What follows belongs to an exercise in optimizing a design on an open flow for small area, a short achievable clock period and few clock cycles per item; a production flow would make more cautious choices. In this exercise RTL edits were held to simulation tests only and were not proved equivalent to the original. Power is estimated from default activity; no workload was simulated.

// add_up
module add_up(
    input [14:0] in,
    output [17:0] out1,output [17:0] out2,
    output [17:0] out4,output [17:0] out3,
    input clk,
    input rst,
    input in_valid,
    output in_ready,
    output out_valid
    );
For scale: ~880 flip-flops, ~92 I/O pins, ~0.052 mm^2 of cells after synthesis.
==> flow/config.mk <==
export PLATFORM = sky130hd
export DESIGN_NAME = add_up
export DESIGN_NICKNAME = add_up
export VERILOG_FILES = /design/flow/design.v
export SDC_FILE = /design/flow/constraint.sdc
export NUM_CORES = 8
export LEC_CHECK = 0
export ABC_CLOCK_PERIOD_IN_PS = 3500
export CAP_MARGIN = 50
export CORE_MARGIN = 2
export CORE_UTILIZATION = 40
export SETUP_SLACK_MARGIN = 5
export SLEW_MARGIN = 50
==> flow/constraint.sdc <==
create_clock -name core_clock -period 9.0 [get_ports {clk}]
set_input_delay 1.8000 -clock core_clock [delete_from_list [all_inputs] [get_ports {clk}]]
set_output_delay 1.8000 -clock core_clock [all_outputs]
set_load 0.01 [all_outputs]
standard.sh (not shown) runs the stock make flow with config.mk's settings and CLKGATE_MAP_FILE= SYNTH_SCRIPT=/design/flow/synth_recipe.tcl, a recipe that flattens the netlist after the stock synthesis.
==> flow/flow/run.sh <==
#!/bin/bash
# Standard layout, repair of the worst paths aiming at a 2.5 ns period, plain buffers on the ports.
set -o pipefail
bash standard.sh SETUP_SLACK_MARGIN=6.5 TNS_END_PERCENT=5 "BUFFER_PORTS_ARGS=-buffer_cell sky130_fd_sc_hd__buf_2" finish > standard.log 2>&1
The baseline finished clean.
Testbench counts at the start, summed over its fixed seeds: cycles 5,304, blocks 320.
Then changed:
==> flow/run.sh (new file) <==
#!/bin/bash
# synth_recipe.tcl (not shown) runs the flow's synth.tcl, then flattens the netlist and writes it again
# the make line also repeats each setting of config.mk as NAME=value (left out here)
make -C /OpenROAD-flow-scripts/flow DESIGN_CONFIG=/design/flow/config.mk WORK_HOME=/design/flow/orfs CLKGATE_MAP_FILE= SYNTH_SCRIPT=/design/flow/synth_recipe.tcl finish
removed: flow/flow/run.sh
removed: flow/standard.sh
=> Synthesized area is unchanged; final area fell by a few percent; clock skew rose by 0.011 ns; total power fell by a few percent; global-route usage fell by 0.72 points; via count fell by a few percent; combinational power fell by a little under a tenth.
Then changed:
==> flow/flow/run.sh (new file) <==
#!/bin/bash
# Standard layout, repair of the worst paths aiming at a 3 ns period, plain buffers on the ports.
set -o pipefail
bash standard.sh SETUP_SLACK_MARGIN=6 TNS_END_PERCENT=5 "BUFFER_PORTS_ARGS=-buffer_cell sky130_fd_sc_hd__buf_4" finish > standard.log 2>&1
==> flow/standard.sh (new file) <==
#!/bin/bash
# synth_recipe.tcl (not shown) runs the flow's synth.tcl, then flattens the netlist and writes it again
# the make line also repeats each setting of config.mk as NAME=value (left out here)
make -C /OpenROAD-flow-scripts/flow DESIGN_CONFIG=/design/flow/config.mk WORK_HOME=/design/flow/orfs CLKGATE_MAP_FILE= SYNTH_SCRIPT=/design/flow/synth_recipe.tcl "${@:-finish}"
- CAP_MARGIN: 50 -> 20
- CTS_CLUSTER_DIAMETER: unset -> 100
- CTS_CLUSTER_SIZE: unset -> 20
- SLEW_MARGIN: 50 -> 20
removed: flow/run.sh
The changed run passed the timing, design-rule and antenna checks.
Worst setup slack improves by 0.75 ns.
Synthesized area is unchanged.
Cell count hardly moves.
Sequential share of layout area went up by 0.46 points.
Power shrinks by about 10%.
Routed wire length increases by 2.4%.
Clock power drops by 37%.
Cell area is lower by 0.77%.
Sequential power hardly moves.

---

Another version of the RTL of add_up (not shown whole).
Size in the first run: about 680 flip-flops, ~92 I/O pins, ~46000 um^2 of cells after synthesis.
==> flow/design.v (excerpt) <==
module add_up(
    input [14:0] in,
    output [17:0] out1,output [17:0] out2,
    output [17:0] out4,output [17:0] out3,
    input clk,
    input rst,
    input in_valid,
    output in_ready,
    output out_valid
    );
clock: 9.0 ns
lec_check: 0
abc_clock_period_in_ps: 3500
cap_margin: 50
core_margin: 2
core_utilization: 40
setup_slack_margin: 5
slew_margin: 50
==> flow/flow/run.sh <==
#!/bin/bash
# Standard layout, repair of the worst paths aiming at a 3 ns period, plain buffers on the ports.
set -o pipefail
bash standard.sh SETUP_SLACK_MARGIN=6 TNS_END_PERCENT=5 "BUFFER_PORTS_ARGS=-buffer_cell sky130_fd_sc_hd__buf_2" finish > standard.log 2>&1
The baseline went through all stages and came out clean.
Testbench counts at the start, summed over its fixed seeds: cycles 5,296, blocks 320.
Then changed:
==> flow/flow/run.sh (replaced) <==
#!/bin/bash
# Standard layout, without full-adder cell extraction in synthesis and with
# plain buffers on the ports.
set -o pipefail
bash standard.sh ADDER_MAP_FILE= "BUFFER_PORTS_ARGS=-buffer_cell sky130_fd_sc_hd__buf_2" finish > standard.log 2>&1
What happened:
- The changed run passed the timing, design-rule and antenna checks
- via count goes up by 27%
- combinational power goes down by about 6%
- wire length goes up by 19%
- flip-flop and latch count does not change
- register-to-register slack got worse by 0.67 ns
- design area goes up by 11%
- hold slack improved by 0.063 ns
Then changed:
==> flow/flow/run.sh (replaced) <==
#!/bin/bash
# Standard layout, repair aiming at a 3.5 ns period, plain buffers on the ports.
set -o pipefail
bash standard.sh SETUP_SLACK_MARGIN=5.5 "BUFFER_PORTS_ARGS=-buffer_cell sky130_fd_sc_hd__buf_2" finish > standard.log 2>&1
After rerunning:
- The changed run ran to the end with no violations
- worst setup slack improved by 0.72 ns
- final area is lower by 7.5%
- non-clock buffer count is lower by 265
- maximum frequency is higher by 19%
- total power is higher by 4.2%
Then changed:
==> flow/flow/run.sh (replaced) <==
#!/bin/bash
# Standard layout, with repair aiming at a 3 ns period and plain buffers on the ports.
set -o pipefail
bash standard.sh SETUP_SLACK_MARGIN=6 "BUFFER_PORTS_ARGS=-buffer_cell sky130_fd_sc_hd__buf_2" finish > standard.log 2>&1
Outcome: Cell count went up by 1.9%; via count came out higher by 1.4%; worst hold slack is better by 0.0083 ns; combinational power came out higher by 14%; non-clock buffer count climbs by 116; routed wire length goes up by 3.2%; synthesized area is unchanged; sequential power barely changes; power rose by 3.2%; final area came out higher by 4.3%.

---

add_up with an RTL version that a note above also has.
For scale: ~880 flip-flops, roughly 52000 um^2 of cells after synthesis.
Design add_up, start of the top module:
module add_up(
    input [14:0] in,
    output [17:0] out1,output [17:0] out2,
    output [17:0] out4,output [17:0] out3,
    input clk,
    input rst,
    input in_valid,
    output in_ready,
    output out_valid
    );
assign in_ready = 1'b1;
reg  [3:0]  cnt;         
reg         dir;         
reg         pact;        
reg  [3:0]  pj;          
wire        take  = in_valid & ~rst;
wire        shift = take | (pact & (cnt == 4'd0));    
wire        pv    = shift & pact;                     
always @(posedge clk) begin
    if (rst) begin
        cnt <= 4'd0; pj <= 4'd0; dir <= 1'b0; pact <= 1'b0;
    end else begin
        if (pv) begin
            pj <= pj + 4'd1;
            if (pj == 4'd15) pact <= 1'b0;
        end
        if (take) begin
            cnt <= cnt + 4'd1;
            if (cnt == 4'd15) begin
                dir <= ~dir; pact <= 1'b1; pj <= 4'd0;
            end
        end
    end
end
wire [15:0] p;           
dct_array ua(.clk(clk), .shift(shift), .dir(dir), .smp(in), .p(p));
wire [3:0] x0b, x2b;     
wire [7:0] db;           
dct_serial us(.clk(clk), .pv(pv), .first(pj == 4'd0), .p(p), .x0b(x0b), .x2b(x2b), .db(db));
wire [3:0] a0 = {x0b[0], x0b[1], x0b[2], x0b[3]};      
  ...
==> flow/config.mk <==
export PLATFORM = sky130hd
export DESIGN_NAME = add_up
export DESIGN_NICKNAME = add_up
export VERILOG_FILES = /design/flow/design.v
export SDC_FILE = /design/flow/constraint.sdc
export NUM_CORES = 8
export LEC_CHECK = 0
export ABC_CLOCK_PERIOD_IN_PS = 3500
export CAP_MARGIN = 20
export CORE_MARGIN = 2
export CORE_UTILIZATION = 40
export SETUP_SLACK_MARGIN = 5
export SLEW_MARGIN = 20
==> flow/constraint.sdc <==
create_clock -name core_clock -period 9.0 [get_ports {clk}]
set_input_delay 1.8000 -clock core_clock [delete_from_list [all_inputs] [get_ports {clk}]]
set_output_delay 1.8000 -clock core_clock [all_outputs]
set_load 0.01 [all_outputs]
==> flow/flow/run.sh <==
#!/bin/bash
# Standard layout, repair of the worst paths aiming at a 3 ns period, plain buffers on the ports.
set -o pipefail
bash standard.sh SETUP_SLACK_MARGIN=6 TNS_END_PERCENT=5 "BUFFER_PORTS_ARGS=-buffer_cell sky130_fd_sc_hd__buf_2" finish > standard.log 2>&1
Testbench counts at the start, summed over its fixed seeds: cycles 5,304, blocks 320.
Edit:
- PLACE_DENSITY: not set -> 0.75
What happened:
- The changed run finished with timing, DRC and antenna clean
- total power went down by 0.36%
- hold slack is worse by 0.0068 ns
- global-route usage decreases by 0.70 points
- via count came out higher by 2.4%
- routed wire length decreases by about 2.4%
- count of clock-buffer cells in the layout shrinks by 16

---

== v12 ==
Starting RTL as in the previous note.
export LEC_CHECK = 0
export ABC_CLOCK_PERIOD_IN_PS = 3500
export CAP_MARGIN = 20
export CORE_MARGIN = 2
export CORE_UTILIZATION = 40
export CTS_CLUSTER_DIAMETER = 100
export CTS_CLUSTER_SIZE = 30
export SETUP_SLACK_MARGIN = 5
export SLEW_MARGIN = 20
create_clock -name core_clock -period 9.0 [get_ports {clk}]
Scripts as last shown in full above: flow/flow/run.sh
Testbench counts of v12, summed over its fixed seeds: cycles 5,304, blocks 320.
#### Input delta (v55 over v12)
- swapping 30 for 40 in CTS_CLUSTER_SIZE
- clearing CTS_CLUSTER_DIAMETER, which used to be 100
==> comparison <==
- Sort v12 and v55 by clock tree buffer count of the final layout, descending, and v55 comes first.
- Delta (v55 minus v12): via count shows an increase of 273, share of the clock period used by the worst path shows an increase of 0.25 points.
- Comparing worst hold slack for v12 and v55, the smaller number came from v55.
- On sequential cell area, v12 tracks v55 almost exactly.
- v12 and v55 ended up with nearly the same combinational power.
- Comparing v12 and v55, the higher share of the core filled with cells in the final layout is on v55.
- Summary: aggregate routed wire length, v55 worse than v12
The inputs of v10 differ from those of v55 as listed below.
- swapping 40 for 20 in CTS_CLUSTER_SIZE
- putting CTS_CLUSTER_DIAMETER at 100 where nothing was set
Results
- Comparing routed wire length for v55 and v10, the smaller number came from v10.
- Row clock-buffer cell count: v10 lower / v55 higher
- The number of pins exceeding their max-slew limit in the final report of v10 and that of v55 are within noise of each other.
- v10 vs v55: wire length of the first global-routing pass down slightly
- From v55 to v10, I/O pin total did not move at all.
- Diff v10..v55 | mean instance size in the synthesized netlist | unchanged
- Summary: with v55 as the reference, design area in v10 moved down by a few percent.
- Multi-input logic area delta (v55 -> v10): insignificant
What v25 does differently from v10 at the input level:
- CTS_CLUSTER_DIAMETER: 100 -> unset
- CAP_MARGIN: 20 -> 50
- SLEW_MARGIN: 20 -> 50
- CTS_CLUSTER_SIZE: 20 -> unset
- Worst-path cell with the longest stage delay: dfxtp_1 -> v10, fa_1 -> v25
- The routed length per placed instance was comparable across v10 and v25.
- Between v10 and v25, the global-route usage is higher for v25.
- In v25 the power turned out 1.5 mW higher than in v10.
- Across both runs, final critical-path share of the clock period was lower for v25 than for v10.
#### Input delta (v30 over v25)
- a change of SLEW_MARGIN from 50 to 0
- a change of CAP_MARGIN from 50 to 0
[summary]
- Per the final summary, v30 finished and its layout is clean on timing, DRC and antenna.
- In the reports for v25 and v30, the smaller worst setup margin belongs to v30.
- ~same internal cell power in v25 and v30
- Flip-flop and latch share of the layout cell area essentially unchanged between v30 and v25.
- Looking at v25 and v30, the met1 capacity usage during global routing is a wash.
- Cell area | v30 vs v25 | v30 smaller
- There was hardly any difference in total track usage between v25 and v30.
- Number of buffers inserted by hold repair at cts of v25 is on par with v30.
- Hold slack (v30 over v25): increase, 13 ps
- v25 and v30 ended up with nearly the same total wire length.
Modified inputs, v58 compared to v30
- CORE_UTILIZATION now 55, was 40
- SLEW_MARGIN now 20, was 0
- CAP_MARGIN now 20, was 0
--- outcome ---
Compared with v30, v58 shows a higher worst slack at placement. Going from v30 to v58, number of detailed-routing iterations run before antenna repair shrinks by 2. v58: full flow OK, the timing, design-rule and antenna checks passed. The cell area on v30 is in line with that on v58.

==> what the ideal ports hide <==
In the flow no input, the clock included, has a driving cell. The finished layouts below were timed again as built, in two steps. Step 1, drivers: a clkbuf_16 drives clk and a buf_2 each remaining input, both assumed. Step 2, shift: input delay + t, output delay - t, t = (earliest + latest rising clock arrival at the registers) / 2. This alone moves slack from input paths to output paths. Three values: ideal ports, drivers, drivers and shift; two values: the first two.
run	shift t [ns]	setup WS [ns]	hold WS [ns]	worst slew at a driven data input, ns	cell pins on the clock port's net
the first run of note 1	0.786	5.989 / 5.918 / 5.545	0.371 / 0.371 / 0.371	0.07	1
the second run of note 1	0.768	5.166 / 5.166 / 4.521	0.373 / 0.373 / 0.373	0.03	1
the third run of note 1	0.749	5.916 / 5.848 / 5.322	0.393 / 0.393 / 0.393	0.03	1
the first run of note 2	0.725	5.182 / 5.182 / 5.078	0.345 / 0.345 / 0.345	0.07	1
the second run of note 2	0.720	4.516 / 4.516 / 4.516	0.408 / 0.408 / 0.408	0.07	1
the third run of note 2	0.726	5.237 / 5.237 / 5.035	0.356 / 0.356 / 0.356	0.06	1
the fourth run of note 2	0.714	5.264 / 5.264 / 5.264	0.365 / 0.365 / 0.365	0.06	1
the first run of note 3	0.771	5.920 / 5.851 / 5.370	0.361 / 0.361 / 0.361	0.06	1
the second run of note 3	0.760	5.899 / 5.834 / 5.276	0.354 / 0.354 / 0.354	0.05	1
v12	0.716	5.943 / 5.869 / 5.377	0.393 / 0.393 / 0.393	0.07	1
v55	0.771	5.920 / 5.851 / 5.370	0.361 / 0.361 / 0.361	0.06	1
v10	0.746	5.913 / 5.841 / 5.377	0.393 / 0.393 / 0.393	0.06	1
v25	0.782	5.944 / 5.895 / 5.222	0.382 / 0.382 / 0.382	0.06	1
v30	0.774	5.896 / 5.828 / 5.380	0.395 / 0.395 / 0.395	0.06	1
v58	0.754	5.922 / 5.853 / 5.219	0.388 / 0.388 / 0.388	0.05	1
After both steps every run listed still meets setup and hold. For v25, which loses most, drivers alone change the setup slack by -0.049 ns; drivers and shift together by -0.722 ns.
